Background: an optimization exercise with open tools, aiming at small area and a short achievable clock period. Do not read the settings as production practice.
The RTL was checked by simulation tests, not by an equivalence proof against the original design.

==> flow/design.v (outline; a module is shown in full before it is edited, if it fits) <==
// module ALU: 39 lines
// module MUL32LO: 2500 lines
// module ENC: 5 lines
// module BSEL: 3 lines
// module XOR2: 3 lines
// module AND2: 3 lines
// module MAJ: 3 lines
// module AO21: 3 lines
// module HA: 4 lines
// module ALUControl: 34 lines
// module Control: 52 lines
// module RegisterFile: 16 lines
// module RFBIT: 15 lines
// module AOI222: 3 lines
// module CPU: 287 lines
// module OR2: 3 lines
// module A21O: 3 lines
module CPU(
	input  reset                        ,
	input  clk                          ,
	output [31:0] imem_addr             ,
	input  [31:0] imem_data             ,
	output        dmem_re               ,
	output        dmem_we               ,
	output [31:0] dmem_addr             ,
	output [31:0] dmem_wdata            ,
	input  [31:0] dmem_rdata
);
  // ...
==> flow/flow/run.sh <==
#!/bin/bash
# The standard layout (the standard.sh, with the standard synthesis), with
# two changes to how the layout is optimised; the clock period and the
# constraints are the design's:
# - a larger setup margin for the resizer's timing repair, so that it keeps
#   improving the critical paths beyond what the clock period requires;
# - the port buffers (every input and output still gets one) are buf_4
#   instead of the default clkdlybuf4s50_1 delay cell.
set -euo pipefail
export SETUP_SLACK_MARGIN=8
export BUFFER_PORTS_ARGS="-inputs -outputs -buffer_cell sky130_fd_sc_hd__buf_4"
bash standard.sh > standard_flow.log 2>&1
==> flow/standard.sh <==
#!/bin/bash
# synth_recipe.tcl (not shown) runs the flow's synth.tcl, then flattens the netlist and writes it again
# the make line also repeats each setting of config.mk as NAME=value (left out here)
make -C /OpenROAD-flow-scripts/flow DESIGN_CONFIG=/design/flow/config.mk WORK_HOME=/design/flow/orfs CLKGATE_MAP_FILE= SYNTH_SCRIPT=/design/flow/synth_recipe.tcl "${@:-finish}"
==> flow/config.mk <==
export PLATFORM = sky130hd
export DESIGN_NAME = CPU
export DESIGN_NICKNAME = CPU
export VERILOG_FILES = /design/flow/design.v
export SDC_FILE = /design/flow/constraint.sdc
export NUM_CORES = 4
export LEC_CHECK = 0
export CAP_MARGIN = 0
export CORE_MARGIN = 2
export CORE_UTILIZATION = 50
export CTS_BUF_LIST = sky130_fd_sc_hd__clkbuf_8
export CTS_CLUSTER_DIAMETER = 50
export CTS_CLUSTER_SIZE = 14
export PLACE_DENSITY = 0.6
export SLEW_MARGIN = 0
export SYNTH_HIERARCHICAL = 1
export SYNTH_MINIMUM_KEEP_SIZE = 0
==> flow/constraint.sdc <==
create_clock -name core_clock -period 13.0 [get_ports {clk}]
set_input_delay 2.6000 -clock core_clock [delete_from_list [all_inputs] [get_ports {clk}]]
set_output_delay 2.6000 -clock core_clock [all_outputs]
set_load 0.01 [all_outputs]
==> results.json, run 1 <==
{
  "finalInstanceArea_um2": 99200,
  "setup.worst_path.end": "EXMEM_ALU_out[22]$_DFF_P_",
  "layout_commonest_cell": "edfxtp_1",
  "reg2reg_from": "IDEX_mb[13]$_DFF_P_",
  "hp-class": "flop to flop",
  "slew_headroom_pct": 2.41,
  "hold_start": "IDEX_MemtoReg[0]$_DFF_PP0_",
  "finClkSkew_ns": 0.0757,
  "yosysWarnings": 10,
  "setup.worst_path.start_class": "flop",
  "r2r_end": "EXMEM_ALU_out[22]$_DFF_P_",
  "clkLatencyLatePin_ns": 1.02,
  "wl_met2_um": 163000,
  "multi_input_area_share_pct": 46.2,
  "die_height_um": 419,
  "wl_met1_um": 135000,
  "path_delay_family": "XOR/XNOR gates",
  "whs_ns": 0.358,
  "gp_congestion": 0.986,
  "die_x_um": 419,
  "grt-ovfl-total": 0,
  "worstPathRequired_ns": 13.84,
  "path_clk_slew_ns": 0.08,
  "dp_slack_ns": 6.86,
  "grt_pass1_wl_um": 513000,
  "worstSetupPathType": "flop to flop",
  "initial_core_util_pct": 50.3,
  "worst_slew_pin_slew_ns": 1.45,
  "final_cell_mix": "edfxtp_1, xor2_1, a222oi_1, buf_4, nand2_1",
  "outcome": "timing/DRC/antenna clean",
  "fmax_ghz": 0.191,
  "critPathCaptureType": "flop",
  "max_cap_viol_count": 0,
  "std_cell_rows": 152,
  "multi_input_comb_cells": 5424,
  "clkCellAreaFrac_pct": 3.21,
  "remaining_drc_errors": 0
}
==> module ALU, before the edit <==
module ALU(
	input [32 -1:0] in1      ,
	input [32 -1:0] in2      ,
	input [32 -1:0] ma       ,
	input [32 -1:0] mb       ,
	input [11 -1:0] ALUSel   ,
	input Sign               ,
	output [32 -1:0] rest     ,
	output [32 -1:0] prod
);
	wire sub = ALUSel[1] | ALUSel[2];
	wire [32:0] sum = {1'b0, in1} + {1'b0, in2 ^ {32{sub}}} + {32'd0, sub};
	wire lt_u = ~sum[32];
	wire lt_s = (in1[31] ^ in2[31]) ? in1[31] : sum[31];
	wire lt = Sign ? lt_s : lt_u;
	wire left = ALUSel[7];
	reg [31:0] in2_r;
	reg [31:0] sh_r;
	integer k;
	always @(*)
		for (k = 0; k < 32; k = k + 1)
			in2_r[k] = in2[31 - k];
	wire [31:0] sh_in = left ? in2_r : in2;
	wire fill = ALUSel[9] & in2[31];
	wire [63:0] sh_ext = {{32{fill}}, sh_in};
	wire [31:0] sh = sh_ext >> in1[4:0];
	always @(*)
		for (k = 0; k < 32; k = k + 1)
			sh_r[k] = sh[31 - k];
	wire [31:0] shout = left ? sh_r : sh;
	MUL32LO mul1(.a(ma), .b(mb), .p(prod));
	assign rest = ({32{ALUSel[0] | ALUSel[1]}} & sum[31:0])
	                 | {31'd0, ALUSel[2] & lt}
	                 | ({32{ALUSel[3]}} & (in1 & in2))
	                 | ({32{ALUSel[4]}} & (in1 | in2))
	                 | ({32{ALUSel[5]}} & ~(in1 | in2))
	                 | ({32{ALUSel[6]}} & (in1 ^ in2))
	                 | ({32{ALUSel[7] | ALUSel[8] | ALUSel[9]}} & shout);
endmodule
==> module CPU, before the edit <==
module CPU(
	input  reset                        ,
	input  clk                          ,
	output [31:0] imem_addr             ,
	input  [31:0] imem_data             ,
	output        dmem_re               ,
	output        dmem_we               ,
	output [31:0] dmem_addr             ,
	output [31:0] dmem_wdata            ,
	input  [31:0] dmem_rdata
);
	integer i;
	reg  [31:0] PC;
	wire [31:0] PC_next;
	wire [31:0] Instruction = imem_data;
	assign imem_addr = PC;
	wire [1:0] PCSrc, RegDst, MemtoReg;
	wire [2:0] Branch;
	wire [3:0] ALUOp;
	wire RegWrite, MemRead, MemWrite, ALUSrc1, ALUSrc2, ExtOp, LuOp;
	Control control1(
		.OpCode   (Instruction[31:26]),
		.Funct    (Instruction[5:0]  ),
		.PCSrc    (PCSrc             ),
		.Branch   (Branch            ),
		.RegWrite (RegWrite          ),
		.RegDst   (RegDst            ),
		.MemRead  (MemRead           ),
		.MemWrite (MemWrite          ),
		.MemtoReg (MemtoReg          ),
		.ALUSrc1  (ALUSrc1           ),
		.ALUSrc2  (ALUSrc2           ),
		.ExtOp    (ExtOp             ),
		.LuOp     (LuOp              ),
		.ALUOp    (ALUOp             ),
		.nop      (Instruction == 32'b0)
	);
	wire [4:0] I_rs = Instruction[25:21];
	wire [4:0] I_rt = Instruction[20:16];
	wire [4:0] I_wr = (RegDst == 2'b00) ? I_rt :
	                  (RegDst == 2'b01) ? Instruction[15:11] : 5'b11111;
	reg  [1:0] IFID_PCSrc;
	reg  [2:0] IFID_Branch;
	reg        IFID_MemRead, IFID_MemWrite, IFID_RegWrite;
	reg  [1:0] IFID_MemtoReg;
	reg  [4:0] IFID_wr;
	reg  [31:0] IFID_Instruction;
	reg  [31:0] IFID_PC_plus_4;
	reg        IFID_ALUSrc1, IFID_ALUSrc2, IFID_ExtOp, IFID_LuOp;
	reg  [3:0] IFID_ALUOp;
	reg        IFID_fA1, IFID_fB1, IFID_fA2, IFID_fB2;  
	reg  [31:0] IFID_rd1, IFID_rd2;                      
	reg        IDEX_MemRead, IDEX_MemWrite, IDEX_RegWrite;
	reg  [1:0] IDEX_MemtoReg;
	reg  [4:0] IDEX_wr;
	reg [10:0] IDEX_ALUSel;
	reg        IDEX_Sign;
	reg  [31:0] IDEX_in1, IDEX_in2, IDEX_ma, IDEX_mb, IDEX_sd;
	reg        IDEX_sfx;
	reg        EXMEM_MemRead, EXMEM_MemWrite, EXMEM_RegWrite;
	reg  [1:0] EXMEM_MemtoReg;
	reg  [4:0] EXMEM_wr;
	reg  [31:0] EXMEM_ALU_out, EXMEM_wdata;
	reg        MEMWB_RegWrite;
	reg  [4:0] MEMWB_wr;
	reg  [31:0] MEMWB_ALU_out, MEMWB_wb;
	reg  [31:0] RF_data [31:1];
	reg  [31:1] RF_valid;
	always @(posedge clk)
		for (i = 1; i < 32; i = i + 1)
			if (MEMWB_RegWrite && MEMWB_wr == i)
				RF_data[i] <= MEMWB_wb;
	always @(posedge reset or posedge clk)
		if (reset)
			RF_valid <= 31'd0;
		else
			for (i = 1; i < 32; i = i + 1)
				if (MEMWB_RegWrite && MEMWB_wr == i)
					RF_valid[i] <= 1'b1;
	reg [31*32-1:0] RF_flat;
	reg [30:0] rsel1, rsel2;
	always @(*)
		for (i = 1; i < 32; i = i + 1) begin
			RF_flat[32 * (i - 1) +: 32] = RF_data[i];
			rsel1[i - 1] = RF_valid[i] && (I_rs == i);
			rsel2[i - 1] = RF_valid[i] && (I_rt == i);
		end
	wire [31:0] rf1, rf2;
	RegisterFile read_port1(.RF_flat(RF_flat), .sel(rsel1), .Read_data(rf1));
	RegisterFile read_port2(.RF_flat(RF_flat), .sel(rsel2), .Read_data(rf2));
	wire wb_now = MEMWB_RegWrite && (MEMWB_wr != 5'd0);
	wire [31:0] rd1 = (wb_now && MEMWB_wr == I_rs) ? MEMWB_wb : rf1;
	wire [31:0] rd2 = (wb_now && MEMWB_wr == I_rt) ? MEMWB_wb : rf2;
	wire [31:0] PC_plus_4 = (IFID_Branch != 3'b000) ? IFID_PC_plus_4 : (PC + 32'd4);
	wire loaduse = IFID_MemRead && (IFID_Instruction[20:16] != 5'd0) &&
	               ((IFID_Instruction[20:16] == I_rs) ||
	                (IFID_Instruction[20:16] == I_rt && ~MemWrite));
	wire rbranch = (Branch != 3'b000) && (IFID_wr != 5'd0) &&
	               ((IFID_wr == I_rs) || (IFID_wr == I_rt));
	wire stall = loaduse || rbranch;
	wire nfB1 = (IDEX_wr != 5'd0) && IDEX_RegWrite && (IDEX_wr == I_rs);
	wire nfA1 = (EXMEM_wr != 5'd0) && EXMEM_RegWrite && (EXMEM_wr == I_rs) &&
	            ((IDEX_wr != I_rs) || ~IDEX_RegWrite);
	wire nfB2 = (IDEX_wr != 5'd0) && IDEX_RegWrite && (IDEX_wr == I_rt);
	wire nfA2 = (EXMEM_wr != 5'd0) && EXMEM_RegWrite && (EXMEM_wr == I_rt) &&
	            ((IDEX_wr != I_rt) || ~IDEX_RegWrite);
	always @(posedge reset or posedge clk)
		if (reset) begin
			PC <= 32'h00400000;
			IFID_PCSrc <= 2'b00;
			IFID_Branch <= 3'b000;
			IFID_MemRead <= 1'b0;
			IFID_MemWrite <= 1'b0;
			IFID_RegWrite <= 1'b0;
			IFID_MemtoReg <= 2'b00;
			IFID_wr <= 5'd0;
		end else begin
			PC <= PC_next;
			if (stall) begin
				IFID_PCSrc <= 2'b00;
				IFID_Branch <= 3'b000;
				IFID_MemRead <= 1'b0;
				IFID_MemWrite <= 1'b0;
				IFID_RegWrite <= 1'b0;
				IFID_MemtoReg <= 2'b00;
				IFID_wr <= 5'd0;
			end else begin
				IFID_PCSrc <= PCSrc;
				IFID_Branch <= Branch;
				IFID_MemRead <= MemRead;
				IFID_MemWrite <= MemWrite;
				IFID_RegWrite <= RegWrite;
				IFID_MemtoReg <= MemtoReg;
				IFID_wr <= I_wr;
			end
		end
	always @(posedge clk) begin
		IFID_Instruction <= Instruction;
		IFID_PC_plus_4 <= PC_plus_4;
		IFID_ALUSrc1 <= ALUSrc1;
		IFID_ALUSrc2 <= ALUSrc2;
		IFID_ExtOp <= ExtOp;
		IFID_LuOp <= LuOp;
		IFID_ALUOp <= ALUOp;
		IFID_fA1 <= nfA1;
		IFID_fB1 <= nfB1;
		IFID_fA2 <= nfA2;
		IFID_fB2 <= nfB2;
		IFID_rd1 <= rd1;
		IFID_rd2 <= rd2;
	end
	wire [31:0] ALU_rest, ALU_prod, ALU_out;
	wire [4:0] rs = IFID_Instruction[25:21];
	wire [4:0] rt = IFID_Instruction[20:16];
	wire [31:0] Databus1_brc = IFID_fA1 ? MEMWB_ALU_out : IFID_fB1 ? EXMEM_ALU_out : IFID_rd1;
	wire [31:0] Databus2_brc = IFID_fA2 ? MEMWB_ALU_out : IFID_fB2 ? EXMEM_ALU_out : IFID_rd2;
	wire Zero = (Databus1_brc == Databus2_brc);
	wire lt_u = (Databus1_brc < Databus2_brc);
	wire lt_s = lt_u ^ Databus1_brc[31] ^ Databus2_brc[31];
	wire taken = (IFID_Branch == 3'b001 && Zero) ||
	             (IFID_Branch == 3'b010 && ~Zero) ||
	             (IFID_Branch == 3'b011 && (Zero || lt_s)) ||
	             (IFID_Branch == 3'b100 && ~Zero && ~lt_u) ||
	             (IFID_Branch == 3'b101 && lt_u);
	wire [15:0] imm = IFID_Instruction[15:0];
	wire [31:0] Branch_dest = IFID_PC_plus_4 + {{14{imm[15]}}, imm, 2'b00};
	wire [31:0] Jump_target = {IFID_PC_plus_4[31:28], IFID_Instruction[25:0], 2'b00};
	wire [31:0] Seq_target = ((Branch != 3'b000) || PCSrc == 2'b01 || PCSrc == 2'b10) ?
	                         32'hffeeffff : PC_plus_4;
	wire [31:0] PC_other = stall ? PC :
	                       (IFID_PCSrc == 2'b00) ? Seq_target :
	                       (IFID_PCSrc == 2'b01) ? Jump_target :
	                       IFID_rd1;
	assign PC_next = (taken && ~stall) ? Branch_dest : PC_other;
	wire [10:0] ALUSel;
	wire Sign;
	ALUControl alu_control1(
		.ALUOp  (IFID_ALUOp            ),
		.Funct  (IFID_Instruction[5:0] ),
		.ALUSel (ALUSel                ),
		.Sign   (Sign                  )
	);
	wire [31:0] LU_out = IFID_LuOp ? {imm, 16'h0000} :
	                     {IFID_ExtOp ? {16{imm[15]}} : 16'h0000, imm};
	wire [31:0] Mem_rd = EXMEM_MemRead ? dmem_rdata : 32'h00000000;
	wire n_c1 = ~IFID_ALUSrc1 && EXMEM_MemRead && (EXMEM_wr != 5'd0) && (EXMEM_wr == rs);
	wire n_c2 = ~IFID_ALUSrc1 && EXMEM_RegWrite && (EXMEM_wr != 5'd0) && (EXMEM_wr == rs) &&
	            ((IDEX_wr != rs) || ~IDEX_RegWrite);
	wire n_c3 = ~IFID_ALUSrc1 && IDEX_RegWrite && (IDEX_wr != 5'd0) && (IDEX_wr == rs);
	wire n_d1 = ~IFID_ALUSrc2 && EXMEM_MemRead && (EXMEM_wr != 5'd0) && (EXMEM_wr == rt);
	wire n_d2 = ~IFID_ALUSrc2 && EXMEM_RegWrite && (EXMEM_wr != 5'd0) && (EXMEM_wr == rt) &&
	            ((IDEX_wr != rt) || ~IDEX_RegWrite);
	wire n_d3 = ~IFID_ALUSrc2 && IDEX_RegWrite && (IDEX_wr != 5'd0) && (IDEX_wr == rt);
	wire fx1 = ~n_c1 & ~n_c2 & n_c3;
	wire fx2 = ~n_d1 & ~n_d2 & n_d3;
	wire [31:0] op1 = n_c1 ? dmem_rdata : n_c2 ? EXMEM_ALU_out :
	                  IFID_ALUSrc1 ? {27'h0, IFID_Instruction[10:6]} : Databus1_brc;
	wire [31:0] op2 = n_d1 ? dmem_rdata : n_d2 ? EXMEM_ALU_out :
	                  IFID_ALUSrc2 ? LU_out : Databus2_brc;
	wire mul = ALUSel[10];
	wire link = (IFID_MemtoReg == 2'b10);
	wire [31:0] sd = link ? IFID_PC_plus_4 :
	                 (IFID_MemWrite && (EXMEM_wr != 5'd0) && (EXMEM_wr == rt)) ? Mem_rd :
	                 Databus2_brc;
	wire sfx = IFID_MemWrite && (IDEX_wr != 5'd0) && (IDEX_wr == rt);
	always @(posedge reset or posedge clk)
		if (reset) begin
			IDEX_MemRead <= 1'b0;
			IDEX_MemWrite <= 1'b0;
			IDEX_RegWrite <= 1'b0;
			IDEX_MemtoReg <= 2'b00;
			IDEX_wr <= 5'd0;
		end else begin
			IDEX_MemRead <= IFID_MemRead;
			IDEX_MemWrite <= IFID_MemWrite;
			IDEX_RegWrite <= IFID_RegWrite;
			IDEX_MemtoReg <= IFID_MemtoReg;
			IDEX_wr <= IFID_wr;
		end
	wire mfx1 = mul & fx1;
	wire mfx2 = mul & fx2;
	wire [31:0] t1 = fx1 ? ALU_rest : op1;
	wire [31:0] t2 = fx2 ? ALU_rest : op2;
	wire [31:0] u1 = mfx1 ? ALU_rest : mul ? op1 : 32'd0;
	wire [31:0] u2 = mfx2 ? ALU_rest : mul ? op2 : 32'd0;
	wire [31:0] in1_next, in2_next, ma_next, mb_next;
	genvar g;
	generate
		for (g = 0; g < 32; g = g + 1) begin : tail
			OR2  o_out(.a(ALU_prod[g]), .b(ALU_rest[g]), .y(ALU_out[g]));
			A21O o_in1(.a(fx1),  .b(ALU_prod[g]), .c(t1[g]), .y(in1_next[g]));
			A21O o_in2(.a(fx2),  .b(ALU_prod[g]), .c(t2[g]), .y(in2_next[g]));
			A21O o_ma (.a(mfx1), .b(ALU_prod[g]), .c(u1[g]), .y(ma_next[g]));
			A21O o_mb (.a(mfx2), .b(ALU_prod[g]), .c(u2[g]), .y(mb_next[g]));
		end
	endgenerate
	always @(posedge clk) begin
		IDEX_ALUSel <= ALUSel;
		IDEX_Sign <= Sign;
		IDEX_in1 <= in1_next;
		IDEX_in2 <= in2_next;
		IDEX_ma <= ma_next;
		IDEX_mb <= mb_next;
		IDEX_sd <= sd;
		IDEX_sfx <= sfx;
	end
	ALU alu1(
		.in1    (IDEX_in1   ),
		.in2    (IDEX_in2   ),
		.ma     (IDEX_ma    ),
		.mb     (IDEX_mb    ),
		.ALUSel (IDEX_ALUSel),
		.Sign   (IDEX_Sign  ),
		.rest   (ALU_rest   ),
		.prod   (ALU_prod   )
	);
	wire [31:0] wb_next = (EXMEM_MemtoReg == 2'b00) ? EXMEM_ALU_out :
	                      (EXMEM_MemtoReg == 2'b01) ? Mem_rd : EXMEM_wdata;
	always @(posedge reset or posedge clk)
		if (reset) begin
			EXMEM_MemRead <= 1'b0;
			EXMEM_MemWrite <= 1'b0;
			EXMEM_RegWrite <= 1'b0;
			EXMEM_MemtoReg <= 2'b00;
			EXMEM_wr <= 5'd0;
			MEMWB_RegWrite <= 1'b0;
			MEMWB_wr <= 5'd0;
		end else begin
			EXMEM_MemRead <= IDEX_MemRead;
			EXMEM_MemWrite <= IDEX_MemWrite;
			EXMEM_RegWrite <= IDEX_RegWrite;
			EXMEM_MemtoReg <= IDEX_MemtoReg;
			EXMEM_wr <= IDEX_wr;
			MEMWB_RegWrite <= EXMEM_RegWrite;
			MEMWB_wr <= EXMEM_wr;
		end
	always @(posedge clk) begin
		EXMEM_ALU_out <= ALU_out;
		EXMEM_wdata <= IDEX_sfx ? wb_next : IDEX_sd;
		MEMWB_ALU_out <= EXMEM_ALU_out;
		MEMWB_wb <= wb_next;
	end
	assign dmem_re    = EXMEM_MemRead;
	assign dmem_we    = EXMEM_MemWrite;
	assign dmem_addr  = EXMEM_ALU_out;
	assign dmem_wdata = EXMEM_wdata;
endmodule
==> run 2: changes to the inputs <==
--- a/flow/design.v
+++ b/flow/design.v
@@ -1,8 +1,6 @@
 module ALU(
 	input [32 -1:0] in1      ,
 	input [32 -1:0] in2      ,
-	input [32 -1:0] ma       ,
-	input [32 -1:0] mb       ,
 	input [11 -1:0] ALUSel   ,
 	input Sign               ,
 	output [32 -1:0] rest     ,
@@ -28,7 +26,7 @@
 		for (k = 0; k < 32; k = k + 1)
 			sh_r[k] = sh[31 - k];
 	wire [31:0] shout = left ? sh_r : sh;
-	MUL32LO mul1(.a(ma), .b(mb), .p(prod));
+	MUL32LO mul1(.a(in1), .b(in2), .p(prod));
 	assign rest = ({32{ALUSel[0] | ALUSel[1]}} & sum[31:0])
 	                 | {31'd0, ALUSel[2] & lt}
 	                 | ({32{ALUSel[3]}} & (in1 & in2))
@@ -2738,7 +2736,7 @@
 	reg  [4:0] IDEX_wr;
 	reg [10:0] IDEX_ALUSel;
 	reg        IDEX_Sign;
-	reg  [31:0] IDEX_in1, IDEX_in2, IDEX_ma, IDEX_mb, IDEX_sd;
+	reg  [31:0] IDEX_in1, IDEX_in2, IDEX_sd;
 	reg        IDEX_sfx;
 	reg        EXMEM_MemRead, EXMEM_MemWrite, EXMEM_RegWrite;
 	reg  [1:0] EXMEM_MemtoReg;
@@ -2848,13 +2846,18 @@
 	wire [15:0] imm = IFID_Instruction[15:0];
 	wire [31:0] Branch_dest = IFID_PC_plus_4 + {{14{imm[15]}}, imm, 2'b00};
 	wire [31:0] Jump_target = {IFID_PC_plus_4[31:28], IFID_Instruction[25:0], 2'b00};
-	wire [31:0] Seq_target = ((Branch != 3'b000) || PCSrc == 2'b01 || PCSrc == 2'b10) ?
-	                         32'hffeeffff : PC_plus_4;
-	wire [31:0] PC_other = stall ? PC :
-	                       (IFID_PCSrc == 2'b00) ? Seq_target :
-	                       (IFID_PCSrc == 2'b01) ? Jump_target :
-	                       IFID_rd1;
-	assign PC_next = (taken && ~stall) ? Branch_dest : PC_other;
+	wire [31:0] PC_id = (IFID_PCSrc == 2'b00) ? (taken ? Branch_dest : PC_plus_4) :
+	                    (IFID_PCSrc == 2'b01) ? Jump_target : IFID_rd1;
+	wire seq_id = (IFID_PCSrc == 2'b00) && ~taken;
+	wire bj_if = (Branch != 3'b000) || PCSrc == 2'b01 || PCSrc == 2'b10;
+	wire bubble = seq_id && bj_if;
+	wire [31:0] PC_nb = bubble ? 32'hffeeffff : PC_id;
+	genvar q;
+	generate
+		for (q = 0; q < 32; q = q + 1) begin : pcmux
+			MUX2 m(.s(stall), .a0(PC_nb[q]), .a1(PC[q]), .y(PC_next[q]));
+		end
+	endgenerate
 	wire [10:0] ALUSel;
 	wire Sign;
 	ALUControl alu_control1(
@@ -2865,7 +2868,6 @@
 	);
 	wire [31:0] LU_out = IFID_LuOp ? {imm, 16'h0000} :
 	                     {IFID_ExtOp ? {16{imm[15]}} : 16'h0000, imm};
-	wire [31:0] Mem_rd = EXMEM_MemRead ? dmem_rdata : 32'h00000000;
 	wire n_c1 = ~IFID_ALUSrc1 && EXMEM_MemRead && (EXMEM_wr != 5'd0) && (EXMEM_wr == rs);
 	wire n_c2 = ~IFID_ALUSrc1 && EXMEM_RegWrite && (EXMEM_wr != 5'd0) && (EXMEM_wr == rs) &&
 	            ((IDEX_wr != rs) || ~IDEX_RegWrite);
@@ -2880,10 +2882,10 @@
 	                  IFID_ALUSrc1 ? {27'h0, IFID_Instruction[10:6]} : Databus1_brc;
 	wire [31:0] op2 = n_d1 ? dmem_rdata : n_d2 ? EXMEM_ALU_out :
 	                  IFID_ALUSrc2 ? LU_out : Databus2_brc;
-	wire mul = ALUSel[10];
 	wire link = (IFID_MemtoReg == 2'b10);
+	wire sd_ld = IFID_MemWrite && (EXMEM_wr != 5'd0) && (EXMEM_wr == rt);
 	wire [31:0] sd = link ? IFID_PC_plus_4 :
-	                 (IFID_MemWrite && (EXMEM_wr != 5'd0) && (EXMEM_wr == rt)) ? Mem_rd :
+	                 sd_ld ? (EXMEM_MemRead ? dmem_rdata : 32'h00000000) :
 	                 Databus2_brc;
 	wire sfx = IFID_MemWrite && (IDEX_wr != 5'd0) && (IDEX_wr == rt);
 	always @(posedge reset or posedge clk)
@@ -2900,21 +2902,18 @@
 			IDEX_MemtoReg <= IFID_MemtoReg;
 			IDEX_wr <= IFID_wr;
 		end
-	wire mfx1 = mul & fx1;
-	wire mfx2 = mul & fx2;
+	wire mul_ex = IDEX_ALUSel[10];
+	wire pfx1 = mul_ex & fx1;
+	wire pfx2 = mul_ex & fx2;
 	wire [31:0] t1 = fx1 ? ALU_rest : op1;
 	wire [31:0] t2 = fx2 ? ALU_rest : op2;
-	wire [31:0] u1 = mfx1 ? ALU_rest : mul ? op1 : 32'd0;
-	wire [31:0] u2 = mfx2 ? ALU_rest : mul ? op2 : 32'd0;
-	wire [31:0] in1_next, in2_next, ma_next, mb_next;
+	wire [31:0] in1_next, in2_next;
 	genvar g;
 	generate
 		for (g = 0; g < 32; g = g + 1) begin : tail
-			OR2  o_out(.a(ALU_prod[g]), .b(ALU_rest[g]), .y(ALU_out[g]));
-			A21O o_in1(.a(fx1),  .b(ALU_prod[g]), .c(t1[g]), .y(in1_next[g]));
-			A21O o_in2(.a(fx2),  .b(ALU_prod[g]), .c(t2[g]), .y(in2_next[g]));
-			A21O o_ma (.a(mfx1), .b(ALU_prod[g]), .c(u1[g]), .y(ma_next[g]));
-			A21O o_mb (.a(mfx2), .b(ALU_prod[g]), .c(u2[g]), .y(mb_next[g]));
+			A21O o_out(.a(mul_ex), .b(ALU_prod[g]), .c(ALU_rest[g]), .y(ALU_out[g]));
+			A21O o_in1(.a(pfx1),   .b(ALU_prod[g]), .c(t1[g]), .y(in1_next[g]));
+			A21O o_in2(.a(pfx2),   .b(ALU_prod[g]), .c(t2[g]), .y(in2_next[g]));
 		end
 	endgenerate
 	always @(posedge clk) begin
@@ -2922,23 +2921,19 @@
 		IDEX_Sign <= Sign;
 		IDEX_in1 <= in1_next;
 		IDEX_in2 <= in2_next;
-		IDEX_ma <= ma_next;
-		IDEX_mb <= mb_next;
 		IDEX_sd <= sd;
 		IDEX_sfx <= sfx;
 	end
 	ALU alu1(
 		.in1    (IDEX_in1   ),
 		.in2    (IDEX_in2   ),
-		.ma     (IDEX_ma    ),
-		.mb     (IDEX_mb    ),
 		.ALUSel (IDEX_ALUSel),
 		.Sign   (IDEX_Sign  ),
 		.rest   (ALU_rest   ),
 		.prod   (ALU_prod   )
 	);
 	wire [31:0] wb_next = (EXMEM_MemtoReg == 2'b00) ? EXMEM_ALU_out :
-	                      (EXMEM_MemtoReg == 2'b01) ? Mem_rd : EXMEM_wdata;
+	                      (EXMEM_MemtoReg == 2'b01) ? dmem_rdata : EXMEM_wdata;
 	always @(posedge reset or posedge clk)
 		if (reset) begin
 			EXMEM_MemRead <= 1'b0;
@@ -2968,8 +2963,8 @@
 	assign dmem_addr  = EXMEM_ALU_out;
 	assign dmem_wdata = EXMEM_wdata;
 endmodule
-module OR2(input a, input b, output y);
-	assign y = a | b;
+module MUX2(input s, input a0, input a1, output y);
+	assign y = s ? a1 : a0;
 endmodule
 module A21O(input a, input b, input c, output y);
 	assign y = (a & b) | c;
==> run 2 against run 1 <==
Against the previous run: sequential share of layout area down 0.62 points; count of clock-buffer cells in the layout is 16 lower; global-route usage increased by 0.67 points; synthesized area down 2.6%; non-clock buffer count increased by 59; hold slack improved by 0.00082 ns; cell area shrank 1.6%; synthesized cell count down 3.0%; first-iteration DRC count increased by 6.8%; die area down 2.6%; critical path type unchanged; largest cell class unchanged; highest routed layer unchanged.
==> results.json, run 2 <==
{
  "synth_largest_area_cell": "edfxtp_1",
  "final_cells": 10100,
  "std_cell_rows": 150,
  "synth-main-ff-cell": "edfxtp_1",
  "yosysWarnings": 10,
  "grt_antenna_before_repair": 21,
  "largest_register": "RF_data",
  "worst_slew_pin_slew_ns": 1.21,
  "cp_num_buf_inv": 2,
  "drtIter0Drc": 12700,
  "netlist_instances": 7101,
  "via_count": 71700,
  "max_stage_delay_ns": 0.49,
  "clock_path_buffers": 3,
  "whs_ns": 0.359,
  "avgSynthCellArea_um2": 11.8,
  "path_delay_family": "XOR/XNOR gates",
  "synth_common_cells": "edfxtp_1, xor2_1, a222oi_1",
  "fmax_ghz": 0.181,
  "io_pins": 164,
  "synth_top_area_share_pct": 35.5,
  "fin_crit_sh_pct": 42.4,
  "worstSetupPathType": "flop to flop",
  "synth_edf_count": 992,
  "port_buffers": 163,
  "areaGrowthSynthToFinish_pct": 16.2,
  "cts_tree": "yes",
  "slew_viol_final": 0,
  "coreArea_um2": 167000,
  "drt-total-wl_um": 369000,
  "cp_max_fo": 7,
  "synth.yosys.seq_area_share_pct": 47.4,
  "worstPathRequired_ns": 13.82,
  "drt_first_pass_iters": 13,
  "final_layout_size_suffix_gt1_share_pct": 26.5,
  "tns_ns": 0,
  "final-setup-viol-count": 0,
  "synth-seq-cells": 1467,
  "finClkSkew_ns": 0.0508,
  "track_usage_pct": 41.6,
  "synth_cell_type_count": 108,
  "setup.worst_path.start_class": "flop",
  "holdBufCountCts": 0,
  "final_antenna_net_count": 0,
  "root_buffer": "clkbuf_8",
  "path_cells": "buf_12 > xor2_4 > buf_4 > a22oi_2 > xor2_1 > xor2_1 > xor2_1 > xor2_1 > xor2_1 > maj3_2 > xor2_1 > xor2_2 > xor2_2 > ha_4 > a21o_1 > a21o_1 > a21o_1 > a21o_1 > a21o_1 > xor2_2 > a21o_1",
  "final_hold_viol_count": 0,
  "largest_reg_flops": 992,
  "grt_pass1_wl_um": 507000,
  "clkLatencyLatePin_ns": 0.97,
  "synthArstFlopShare_pct": 7.09,
  "synth_most_common_cell": "edfxtp_1",
  "placed_cells": 9471,
  "synthTopCellsByArea": "edfxtp_1, xor2_1, dfxtp_1",
  "path_clk_slew_ns": 0.09,
  "final_cell_mix": "edfxtp_1, xor2_1, a222oi_1, buf_4, nand2_1",
  "rsz0062_at_grt": "yes",
  "synth.cell_area_um2": 84000,
  "dp_slack_ns": 6.56,
  "hp-class": "flop to flop",
  "critPathCaptureType": "flop",
  "htree_levels": 4,
  "outcome": "timing/DRC/antenna clean",
  "grt-ovfl-total": 0,
  "layout_commonest_cell": "edfxtp_1",
  "max_cap_viol_count": 0,
  "fin_nets": 7984,
  "wl_per_cell_um": 36.7,
  "via_per_inst": 7.13,
  "grt_pass1_vias": 67700,
  "cts_made_buffers": 146,
  "remaining_drc_errors": 0,
  "initial_core_util_pct": 50.3,
  "cp_data_arrival_time_ns": 6.33,
  "slew_headroom_pct": 18.2,
  "layout_setup_ws_ns": 7.49,
  "crit_path_top_delay_cell": "dfxtp_4",
  "fin_crit_ns": 5.51,
  "die_height_um": 414,
  "die_x_um": 414,
  "cts.sinks": 1467,
  "gp_congestion": 0.981,
  "dp_hpwl_um": 240000,
  "grt_max_degree": 65,
  "dieArea_um2": 171000
}
run 2: area by class of cell:
type                    instances  area, µm²
diodes                         18       45.0
clock buffers                 151       2080
clock inverters               102        812
fillers                     14000      69400
inverters                     122        518
multi-input cells            5296      45400
flip-flops and latches       1467      39900
well taps                    2204       2760
repair buffers                695       6110
run 2: per-layer routing:
metal	wire (µm)	global-route usage, %	up-vias
met5	133	0	-
met4	28100	26.3	20
met3	43100	11.0	1187
met2	162000	63.0	5062
met1	135000	52.7	35800
li1	-	-	29600
run 2: kinds of logic (layout without fill, tap and decap cells):
| logic type | Yosys count | after routing | share of synthesized area, % |
|---|---|---|---|
| flip-flops | 1467 | 1467 | 47.4 |
| buffers and inverters | 360 | 1070 | 1.74 |
| XOR/XNOR | 954 | 954 | 9.95 |
| adder cells (fa/ha/maj) | 386 | 386 | 5.48 |
| other | 1 | 41 | 0.00447 |
| multiplexers | 368 | 368 | 5.27 |
| AND/OR/NAND/NOR | 1461 | 1461 | 8.77 |
| AO/OA/AOI/OAI | 2104 | 2104 | 21.4 |
run 2: path summary, 6_finish.rpt:
check / from / slack, ns / cells past startpoint / endpoint
max: IDEX_in2[14]$_DFF_P_ / 7.49 / 21 / IDEX_in2[31]$_DFF_P_
min: IDEX_MemtoReg[0]$_DFF_PP0_ / 0.36 / 0 / EXMEM_MemtoReg[0]$_DFF_PP0_
max reg2reg: IDEX_in2[14]$_DFF_P_ / 7.49 / 21 / IDEX_in2[31]$_DFF_P_
min reg2reg: IDEX_MemtoReg[0]$_DFF_PP0_ / 0.36 / 0 / EXMEM_MemtoReg[0]$_DFF_PP0_
max in group asynchronous: reset / 9.80 / 4 / RF_valid[24]$_DFFE_PP0P_
min in group asynchronous: reset / 1.84 / 3 / PC[23]$_DFF_PP0_
run 2: Yosys stat by module, one instance, submodules excluded, a selection:
module | cell area (µm²) | cells inside | flops+latches | times used
ALU | 6490 | 885 | 0 | 1
BSEL | 21.3 | 2 | 0 | 272
CPU | 52300 | 3470 | 1467 | 1
ENC | 35.0 | 5 | 0 | 24
HA | 12.5 | 1 | 0 | 31
XOR2 | 8.76 | 1 | 0 | 481
run 2: timing repair:
item | in CTS | in global routing
resized for setup | 253 | 180
cloned | 1 | 0
endpoints found under the setup margin | 89 | 74
buffers inserted | 222 | 90
pin swaps | 98 | 150
run 2: stage by stage:
step                      util (%)  cell area [µm²]
final                         58.4            97600
after global routing          58.4            97600
after CTS                     57.4            95800
after detailed placement      53.5            89300
after global placement        53.5            89300
after floorplan                  -            84300

-- re-timing with driven ports --
In the flow no input, the clock included, has a driving cell. The finished layouts below were timed again as built, in two steps. Step 1 (the two cells are an assumption about what drives the block):
set clk [get_ports {clk}]
set_driving_cell -lib_cell sky130_fd_sc_hd__clkbuf_16 $clk
set_driving_cell -lib_cell sky130_fd_sc_hd__buf_2 [delete_from_list [all_inputs] $clk]
Step 2 moves the port delays by t, midway between the first and last clock arrival at a register: inputs arrive t later, outputs are due t later. That takes back most of the time a late clock gives input paths. Three values: ideal, step 1, step 2; two values: the first two.
run	t (ns)	setup WS [ns]	worst setup path after step 2	worst register clock-pin slew, ns	worst data-port slew with drivers (ns)
run 1	1.050	7.774 / 7.774 / 7.201	input to register	0.10 / 0.10	0.29
run 2	1.023	7.489 / 7.489 / 6.920	input to register	0.10 / 0.10	0.11
After both steps every run listed still meets setup and hold. The setup slack of run 1, which loses most, moves by 0.000 ns with the drivers and by -0.573 ns with both steps.
